Source: an optimization exercise on an open RTL-to-GDS flow (aim: small area). Production flows keep margins and buffers that such runs may drop. The RTL was checked by simulation tests, not by an equivalence proof against the original design. Power is estimated from default activity; no workload was simulated.

**design/flow/config.mk**
```make
export PLATFORM = sky130hd
export DESIGN_NAME = petra
export DESIGN_NICKNAME = petra
export VERILOG_FILES = /design/flow/design.v
export SDC_FILE = /design/flow/constraint.sdc
export NUM_CORES = 4
export LEC_CHECK = 0
export CAP_MARGIN = 20
export CORE_MARGIN = 2
export CORE_UTILIZATION = 40
export SLEW_MARGIN = 20
```
**design/flow/constraint.sdc**
```tcl
create_clock -name core_clock -period 10.0 [get_ports {clock}]
set_input_delay 2.0000 -clock core_clock [delete_from_list [all_inputs] [get_ports {clock}]]
set_output_delay 2.0000 -clock core_clock [all_outputs]
set_load 0.01 [all_outputs]
```
**design/flow/design.v**
```verilog
module ecc(input wire [11 - 1:0] packet,
		   input wire [16 - 1:0] frame,
		   output reg [16 - 1:0] codeword,
		   output reg [11 - 1:0] data,
		   input wire operation,
		   output reg irq,
		   output reg correct);
	reg p1, p2, p4, p8;
	reg d3, d5, d6, d7, d9, d10, d11, d12, d13, d14, d15;
	reg o, o2;  
	reg s1, s2, s4, s8;
	always @(*)
	begin
		irq = 1'b0;
		correct = 0;
		{s1, s2, s4, s8, o2} = 5'b0;
		if (operation == 1'b0)
		begin
			{d15, d14, d13, d12, d11, d10, d9, d7, d6, d5, d3} = packet[11 - 1:0];
			p1 = d3 + d5 +  d7 +  d9 +  d11 + d13 + d15;
			p2 = d3 + d6 +  d7 +  d10 + d11 + d14 + d15;
			p4 = d5 + d6 +  d7 +  d12 + d13 + d14 + d15;
			p8 = d9 + d10 + d11 + d12 + d13 + d14 + d15;
			o = p1 + p2 + d3 + p4 + d5 + d6 + d7 + p8 + d9 + d10 + d11 + d12 + d13 + d14 + d15;
			codeword = {o, d15, d14, d13, d12, d11, d10, d9, p8, d7, d6, d5, p4, d3, p2, p1};
			data = 0;
			irq = 1;
		end else
		begin
			{o, d15, d14, d13, d12, d11, d10, d9, p8, d7, d6, d5, p4, d3, p2, p1} = frame;
			s1 = p1 + d3 + d5 +  d7 +  d9 +  d11 + d13 + d15;
			s2 = p2 + d3 + d6 +  d7 +  d10 + d11 + d14 + d15;
			s4 = p4 + d5 + d6 +  d7 +  d12 + d13 + d14 + d15;
			s8 = p8 + d9 + d10 + d11 + d12 + d13 + d14 + d15;
			o2 = o + p1 + p2 + d3 + p4 + d5 + d6 + d7 + p8 + d9 + d10 + d11 + d12 + d13 + d14 + d15;
			case ({o2, s8, s4, s2, s1})
				5'b0_0000: begin correct = 1; end
				5'b1_0000: begin correct = 1; end
				5'b1_0001: begin correct = 1; end 				 
				5'b1_0010: begin correct = 1; end				 
				5'b1_0011: begin d3 = !d3; correct = 1; end 	 
				5'b1_0100: begin correct = 1; end				 
				5'b1_0101: begin d5 = !d5; correct = 1; end 	 
				5'b1_0110: begin d6 = !d6; correct = 1; end 	 
				5'b1_0111: begin d7 = !d7; correct = 1; end 	 
				5'b1_1000: begin correct = 1; end				 
				5'b1_1001: begin d9 = !d9; correct = 1; end		 
				5'b1_1010: begin d10 = !d10; correct = 1; end	 
				5'b1_1011: begin d11 = !d11; correct = 1; end	 
				5'b1_1100: begin d12 = !d12; correct = 1; end	 
				5'b1_1101: begin d13 = !d13; correct = 1; end	 
				5'b1_1110: begin d14 = !d14; correct = 1; end	 
				5'b1_1111: begin d15 = !d15; correct = 1; end	 
				default: correct = 0;
			endcase
			if (correct == 1)
				data = {d15, d14, d13, d12, d11, d10, d9, d7, d6, d5, d3};
			else
				data = 0;
			codeword = 0;
			irq = 1;
		end
	end
endmodule
module encoder(input wire clock,
			   input wire reset,
			   input wire start,
			   input wire [16 - 1:0] data, 
			   output reg led,
			   output reg irq); 
	reg [4 - 1:0]	counter;
	reg [4:0]		current_bit;
	reg [1:0]					current_state;	
	always @(posedge clock)
	begin
		led <= 0;
		if (reset == 1)
		begin
			counter			<= 0;
			current_bit		<= 0;
			irq 			<= 0;
			current_state	<= 0;
		end else
		begin
			if (start && current_state == 0)
			begin
				current_bit <= 0;
				counter <= 0;
				current_state <= 1;
				led <= 1;
			end else if (start && current_state == 1)
			begin
				if (current_bit < 16)
				begin
					counter <= counter + 1'b1;
					if (data[current_bit] == 0 &&
					   counter == 2)
					begin
						led	<= 1;
						counter	<= 0;
						current_bit <= current_bit + 1'b1;
					end else if (data[current_bit] == 1 &&
							counter == 4)
					begin
						led	<= 1;
						counter	<= 0;
						current_bit <= current_bit + 1'b1;
					end			
				end else
				begin
					current_state <= 2;
					irq <= 1;
				end
			end else if (start == 0)
			begin
				current_state <= 0;
				irq <= 0;
			end
		end
	end
endmodule
module decoder(input wire clock,
			   input wire reset,
			   input wire signal,
			   output reg [16 - 1:0] data,
			   output reg irq);
	reg [4 - 1:0] 	counter;
	reg [4:0] 		current_bit;
	reg							started;
	reg [16 - 1:0] temp_data;
	reg finished;
	always @(posedge clock)
	begin
		if (finished)
			data <= temp_data;
		if (reset == 1)
		begin
			data		<= 0;
			temp_data	<= 0;
			current_bit	<= 0;
			counter		<= 0;
			started		<= 0;
			irq			<= 0;
			finished	<= 0;
		end else
		begin
			if (signal == 1)
			begin
				if (started == 0)
				begin
					started <= 1;
					irq <= 0;
					current_bit <= 0;
					counter <= 0;
				end else
				begin
					if (counter >= 4 - 1)
					begin
						temp_data[current_bit] <= 1;
					end else if (counter >= 2 - 1)
					begin
						temp_data[current_bit] <= 0;
					end
					if (current_bit == 16 - 1)
					begin
						finished <= 1;
						irq <= 1;
						current_bit <= 0;
						started <= 0;
					end else if (counter != 0)
					begin
						current_bit <= current_bit + 1'b1;
					end
					counter <= 0;
				end
			end else if (started == 1)
			begin
				if (counter > 4)
				begin
					data		<= 0;
					current_bit	<= 0;
					counter		<= 0;
					started		<= 0;
					irq			<= 0;
				end else
					counter <= counter + 1'b1;
			end
		end
	end
endmodule
module transceiver(
	input wire clock,
	input wire reset,
	input wire tx_enable,
	input wire signal,
	input wire [16 - 1:0] data_in,
	output wire [16 - 1:0] data_out,
	output wire led,
	output wire irq_tx,
	output wire irq_rx);
	encoder encoder(
		.clock(clock),
		.reset(reset),
		.data(data_in),
		.irq(irq_tx),
		.start(tx_enable),
		.led(led));
	decoder decoder(
		.clock(clock),
		.reset(reset),
		.signal(signal),
		.data(data_out),
		.irq(irq_rx));
endmodule
module arbiter(input wire clock,
			   input wire reset,
			   input wire in_priority,
			   input wire in_normal,
			   output reg out_priority,
			   output reg out_normal);
	reg [1:0] state;
	reg [1:0] n_state;
	reg n_out_priority;
	reg n_out_normal;
	always @(*)
	begin
		n_out_priority = out_priority;
		n_out_normal = out_normal;
		n_state = state;
		if (n_state == 1 && in_priority == 0)
		begin
			n_out_priority = 0;
			n_state = 0;
		end else if (n_state == 2 && in_normal == 0)
		begin
			n_out_normal = 0;
			n_state = 0;
		end
		if (n_state == 0)
		begin
			if (in_priority == 1)
			begin
				n_out_priority = 1;
				n_state = 1;
			end else if (in_normal == 1)
			begin
				n_out_normal = 1;
				n_state = 2;
			end
		end
	end
	always @(posedge clock)
	begin
		if (reset)
		begin
			out_normal <= 0;
			out_priority <= 0;
			state <= 0;
		end else
		begin
			out_normal <= n_out_normal;
			out_priority <= n_out_priority;
			state <= n_state;
		end
	end
endmodule
module message_timer #(parameter divider = 256)(
	input wire clock,
	input wire reset,
	output reg irq);
	reg [8:0] counter;
	always @(posedge clock)
	begin
		irq <= 0;
		if (reset)
			counter <= 0;
		else begin
			if (counter == divider)
			begin
				irq <= 1;
				counter <= 0;
			end else
				counter <= counter + 1'b1;
		end
	end
endmodule
module petra(
	input wire clock,
	input wire reset,
	input wire send_message,
	input wire [8 - 1:0] data_in,
	output reg [8 - 1:0] data_out,
	output reg irq_tx,
	output reg irq_rx,
	input wire signal,
	output wire led
	);
	reg [3:0] tx_state;
	reg [3:0] rx_state;
	wire rx_ecc_operation;
	assign rx_ecc_operation = 1'b1;
	wire tx_ecc_operation;
	assign tx_ecc_operation = 1'b0;
	reg tx_seq;  
	reg rx_seq;  
	reg arbiter_message;  
	reg arbiter_ack;  
	reg tx_sent_ack;  
	reg [1:0] rx_ack;  
	reg [8 - 1:0] current_message;  
	reg [11 - 1:0] current_packet;  
	wire [16 - 1:0] current_frame;  
	wire [16 - 1:0] received_frame;  
	wire [11 - 1:0] received_packet;  
	wire rx_correct;  
	reg [1:0] current_type;  
	wire ack_send;  
	wire message_send;  
	reg tx_start_transfer;  
	wire tx_ecc_irq;  
	wire rx_ecc_irq;  
	wire tx_timeout;  
	wire transceiver_irq_rx;
	wire transceiver_irq_tx;
	reg [1:0] rx_notify_ack;  
	reg tx_timer_reset;  
	wire [16 - 1:0] useless_frame;
	assign useless_frame = 0;
	wire [11 - 1:0] useless_packet;
	assign useless_packet = 0;
	wire [11 - 1:0] useless_packet2;
	wire [16 - 1:0] useless_frame2;
	wire useless_wire;
	ecc tx_ecc(.packet(current_packet),
			   .frame(useless_frame),
			   .codeword(current_frame),
			   .irq(tx_ecc_irq),
			   .data(useless_packet2),
			   .operation(tx_ecc_operation),
			   .correct(useless_wire));
	ecc rx_ecc(.packet(useless_packet),
			   .frame(received_frame),
			   .data(received_packet),
			   .codeword(useless_frame2),
			   .irq(rx_ecc_irq),
			   .operation(rx_ecc_operation),
			   .correct(rx_correct));
	transceiver transceiver(.clock(clock),
							.reset(reset),
							.tx_enable(tx_start_transfer),
							.signal(signal),
							.led(led),
							.data_in(current_frame),
							.data_out(received_frame),
							.irq_tx(transceiver_irq_tx),
							.irq_rx(transceiver_irq_rx));
	arbiter arbiter(.clock(clock),
					.reset(reset),
					.in_priority(arbiter_ack),
					.in_normal(arbiter_message),
					.out_priority(ack_send),
					.out_normal(message_send));
	message_timer tx_timer(.clock(clock),
						   .reset(reset | tx_timer_reset),
						   .irq(tx_timeout));
	always @(posedge clock)
	begin
		if (reset)
		begin
			tx_state <= 0;
			rx_state <= 0;
			current_packet <= 0;
			current_type <= 0;
			arbiter_message <= 0;
			arbiter_ack <= 0;
			tx_seq <= 0;
			rx_seq <= 0;
			rx_notify_ack <= 0;
			irq_tx <= 0;
			irq_rx <= 0;
			tx_start_transfer <= 0;
			tx_timer_reset <= 0;
			tx_sent_ack <= 0;
			rx_ack <= 0;
			current_message <= 0;
			data_out <= 0;
		end else
		begin
			case (tx_state)
				0: begin
					if (ack_send)
					begin
						if (rx_ack == 0)
						begin
							current_packet <= {rx_seq, 2'b01, 8'b0000_0000};
							current_type <= 2'b01;
						end
						else if (rx_ack == 1)
						begin
							current_packet <= {rx_seq, 2'b10, 8'b0000_0000};
							current_type <= 2'b10;
						end
						tx_state <= 2;
					end else if (send_message)
					begin
						current_message <= data_in;
						current_type <= 2'b00;
						tx_state <= 1;
						arbiter_message <= 1;
					end
				end
				1: begin
					if (message_send)
					begin
						tx_state <= 2;
						current_packet <= {tx_seq, 2'b00, current_message};
					end
				end
				2: begin
					if (tx_ecc_irq) begin
						tx_state <= 3;
					end				
				end
				3: begin
					if (current_type == 2'b00)
						tx_state <= 4;
					else if (current_type == 2'b01 || current_type == 2'b10)
						tx_state <= 6;
					tx_start_transfer <= 1;
				end			
				4: begin
					tx_timer_reset <= 1;
					tx_state <= 5;
				end
				5: begin
					tx_timer_reset <= 0;
					if (tx_timeout || rx_notify_ack == 2'b10)
					begin
						tx_start_transfer <= 0;
						tx_state <= 3;
						rx_notify_ack <= 0;
					end else if (rx_notify_ack == 2'b01)
					begin
						tx_seq <= !tx_seq;
						arbiter_message <= 0;
						tx_state <= 0;
						rx_notify_ack <= 0;
						irq_tx <= 1;
					end
				end
				6: begin
					if (transceiver_irq_tx)
					begin
						arbiter_ack <= 0;
						tx_sent_ack <= 1;
						tx_state <= 0;
					end
				end
			endcase
			case (rx_state)
				0: begin
					if (transceiver_irq_rx)
					begin
						if (rx_ecc_irq)
						begin
							rx_state <= 1;
						end
					end
				end
				1: begin
					if (rx_correct)
					begin
						if (received_packet[9:8] == 2'b00 &&
							received_packet[10] == rx_seq)
						begin
							rx_ack <= 0;
							tx_sent_ack <= 0;
							rx_state <= 2;
							arbiter_ack <= 1;			
						end else if (received_packet[9:8] == 2'b00 &&
									  received_packet[10] != rx_seq)
						begin
							rx_ack <= 1;
							rx_state <= 0;
							arbiter_ack <= 1;
						end else if (received_packet[9:8] == 2'b01 ||
									 received_packet[9:8] == 2'b10)
						begin
							 rx_notify_ack <= received_packet[9:8];
							 rx_state <= 0;
						end
					end else
					begin
						arbiter_ack <= 1;
						rx_ack <= 1;
						rx_state <= 0;
					end
				end
				2: begin
					if (tx_sent_ack)
					begin
						data_out <= received_packet[7:0];
						irq_rx <= 1;
						rx_state <= 0;
						rx_seq <= !rx_seq;
					end
				end
			endcase
		end
	end
endmodule
```
**design/flow/run.sh**
```bash
#!/bin/bash
# synth_recipe.tcl (not shown) runs the flow's synth.tcl, then flattens the netlist and writes it again
# the make line also repeats each setting of config.mk as NAME=value (left out here)
make -C /OpenROAD-flow-scripts/flow DESIGN_CONFIG=/design/flow/config.mk WORK_HOME=/design/flow/orfs CLKGATE_MAP_FILE= SYNTH_SCRIPT=/design/flow/synth_recipe.tcl finish
```
==> notes.md <==
==> how the worst max path moves through the flow <==
stage / cells after the start / from / slack (ns) / end
floorplan: 7 / signal / 6.67 / transceiver.decoder.current_bit[2]
global placement: 8 / signal / 5.70 / transceiver.decoder.current_bit[2]
detailed placement: 8 / signal / 5.59 / transceiver.decoder.current_bit[2]
CTS: 12 / transceiver.decoder.data[6] / 5.98 / rx_state[0]
global route: 12 / transceiver.decoder.data[8] / 5.75 / rx_state[0]
finish: 8 / signal / 5.96 / transceiver.decoder.current_bit[2]
==> critical path: cells and delay by family <==
| family | cells | cell delay (ns) |
|---|---|---|
| compound gates | 3 | 0.58 |
| simple gates | 3 | 0.87 |
| buf+inv | 2 | 0.92 |
==> report_power, final <==
part	total [mW]	internal, mW	leakage, nW	switching, mW
clock network	0.673	0.454	0.311	0.219
logic	0.0708	0.0288	1.35	0.0420
registers	0.493	0.478	0.945	0.0148
==> cell usage in the layout (no fill, tap or decap), types with 20 or more instances in the layout <==
cell type,n
nor3_1,34
mux2i_1,23
inv_1,20
dfxtp_1,117
clkdlybuf4s50_1,21
o21ai_0,34
a21oi_1,71
xnor2_1,23
nor2_1,111
nand2_1,63
==> routing by layer <==
metal / GRT usage / wire length [um] / up-vias
li1: - / - / 2582
met1: 0.214 / 6250 / 2434
met2: 0.279 / 6420 / 68
met3: 0.0442 / 379 / 8
met4: 0.0614 / 128 / 0
met5: 0 / 0 / -
==> kinds of logic after synthesis <==
| kind of cell | share of synthesized area |
|---|---|
| compound gates | 0.165 |
| mux | 0.0446 |
| xor+xnor | 0.111 |
| flops | 0.379 |
| buf+inv | 0.0393 |
| fa+ha+maj | 0.0344 |
| simple gates | 0.226 |
==> cell type report <==
cell class | count | area [um2]
Fill cell | 1436 | 8010
Multi-Input combinational cell | 556 | 3600
Sequential cell | 117 | 2340
Clock buffer | 19 | 453
Tap cell | 188 | 235
Timing Repair Buffer | 24 | 230
Clock inverter | 13 | 204
Inverter | 20 | 75.1
==> per-stage QoR <==
stage	util	area, um2	hold slack (ns)	instances	power, mW
3_3_place_gp	0.428	6470	0.442	905	0.572
4_1_cts	0.471	7130	0.466	937	1.25
2_1_floorplan	-	6180	0.423	732	0.555
3_5_place_dp	0.428	6470	0.459	905	0.574
6_report	0.471	7140	0.460	937	1.24
5_1_grt	0.471	7140	0.494	937	1.28
==> Flow_metrics.wiki <==
{| class="wikitable"
! Metric !! Value
|-
| Slowest stage delay, CP || 0.78 ns
|-
| Reg2reg end || rx_state[0]
|-
| Yosys top cell area share || 0.379
|-
| Area growth from synthesis to layout || 15.6%
|-
| Sinks on Clock Net || between 100 and 150
|-
| Top flip-flop cell by instance count after synthesis || dfxtp_1
|-
| DR WL/cell || 14.1 um
|-
| Unrepaired setup endpoints after global routing || no
|-
| CP endpoint kind || flip-flop
|-
| Hold Crit Depth || 1
|-
| Achievable Freq || ~0.25 GHz
|-
| Post CTS Setup Buffer Count || 0
|-
| Cts bufs inserted || 17
|-
| Placeable core region || 15100 um2
|-
| Post-route minimum period || 4.04 ns
|-
| Worst Slack Setup Final || 5.96 ns
|-
| Routability cong. || 0.849
|-
| Ys async rst share || 0
|-
| Worst Reg-to-Reg Cells || 12
|-
| Critical Path Start Type || input port
|-
| Clk Tree Root Cell || clkbuf_16
|-
| Number of global-route vias before repair || 4783
|-
| Remaining design rule violation count || 0
|-
| Number of antenna cells inserted || 0
|-
| Global-route wire length before repair || 22600 um
|-
| Fraction of final layout cells sized beyond drive strength 1 || 0.0801
|-
| Clock skew after layout || 0.00555 ns
|-
| Final wirelength || 13200 um
|-
| Count of hold-fix buffers inserted at cts || 0
|-
| Clock input transition at the sequential cells of the worst setup and hold paths || 0.06 ns
|-
| Final count of pins violating max slew || 0
|-
| Cell area after technology mapping || 6180 um2
|-
| Final critical-path share of the clock period || 0.404
|-
| Mapped Nets || about 760
|-
| Antenna violations before repair || 0
|-
| Worst Hold Path EP || tx_timer.irq
|-
| EDFF count, synth || 0
|-
| Library cell contributing the largest single delay on the critical path || clkdlybuf4s50_1
|-
| Synth Area per Inst || 8.44 um2
|-
| Worst setup path class || in -> reg
|-
| Origin of the critical flop-to-flop path || transceiver.decoder.data[8]
|-
| Arrival time at the worst endpoint || roughly 4.4 ns
|-
| Tightest Hold Check Type || reg -> reg
|-
| Vertical die dimension || between 100 and 150 um
|-
| Largest fanout on the critical path || 15
|-
| H-tree Lvls || 4
|-
| Slew margin rel. || 0.335
|-
| Required time of the critical path || 10.34 ns
|-
| Placement Rows || 45
|-
| Most instantiated library cell after synthesis || dfxtp_1
|-
| Post-cts repair resize count || 0
|-
| DRT iter0 DRCs || 286
|-
| Number of failing setup endpoints in the final timing report || 0
|-
| Number of antenna-violating nets in the routed design || 0
|-
| Cell type with the highest occurrence count on the critical path || a21oi_1
|-
| Static Leak || ~2.6 nW
|-
| Total die area || about 16000 um2
|-
| Longest Clk Path Bufs || 2
|-
| GRT overflow || 0
|-
| Flop and latch count out of synthesis || 117
|-
| Vias after detailed routing || 5092
|-
| Setup_tns || 0 ns
|-
| Yosys cell types || 70
|-
| Number of top-level design ports || 23
|-
| Post-synthesis sequential area ratio || 0.379
|-
| Largest area contributor in the netlist || dfxtp_1
|-
| Worst slack after detailed placement || 5.59 ns
|-
| Number of port buffers || 22
|-
| Top cells by area, synth || dfxtp_1, nor2_1, a21oi_1
|-
| Hold path startpoint || tx_timer_reset
|-
| Number of maximum-capacitance violations || 0
|-
| Post-synthesis instance total || 732
|-
| # nets final || 765
|-
| Most used standard cells in the synthesized netlist || dfxtp_1, nor2_1, a21oi_1
|-
| Worst reg-to-reg setup slack || 6.11 ns
|-
| Pin count of the biggest net entering global routing || 87
|-
| Run status || timing/DRC/antenna clean
|-
| Worst skew pair latency || 0.42 ns
|-
| Die width || 128 um
|-
| Starting density of the core || 0.408
|-
| Post-detailed-placement half-perimeter wirelength || 9020 um
|-
| Critical Path, Cell by Cell || clkdlybuf4s50_1, inv_1, a21oi_1, nor2_1, a21oi_1, nor2_1, or4b_2, a21oi_1
|-
| Yosys warning total || 6
|-
| All-Layer GR Usage || 0.170
|-
| Measured slew at the worst slew-check pin || 0.995 ns
|-
| Power density over the cells || approximately 170 nW/um2
|-
| Worst vdd ir || 0.159 mV
|-
| Post-DR vias/cell || 5.43
|-
| Total count of hold-check failures in the final report || 0
|-
| CTS tree || built
|-
| Detailed Routing Iterations Pass 1 || 7
|}

[what the ideal ports hide]
The flow's constraints put no driver on any port. The routed layout listed below was extracted and timed again, unchanged, in two steps. Step 1 sets driving cells, clkbuf_16 on the clock port and buf_2 on the other inputs (assumed; they add their load-dependent delay and slew). Step 2 adds t to the input delays and takes it off the output delays; t is the mean of the earliest and latest rising clock arrival at the registers after step 1. Input paths then give back, and output paths get back, about the clock's delay inside the block. Slacks: ideal / step 1 / step 2; pairs: ideal / step 1.
t, ns: 0.455
slack for setup (ns): 5.962 / 5.980 / 5.525
worst setup path after step 2: input to register
latest minus earliest clock arrival (ns): 0.009 / 0.009
worst data-port slew with drivers (ns): 0.05
After both steps setup and hold are still met in this run. For this run, drivers alone change the setup slack by +0.018 ns; drivers and shift together by -0.437 ns.
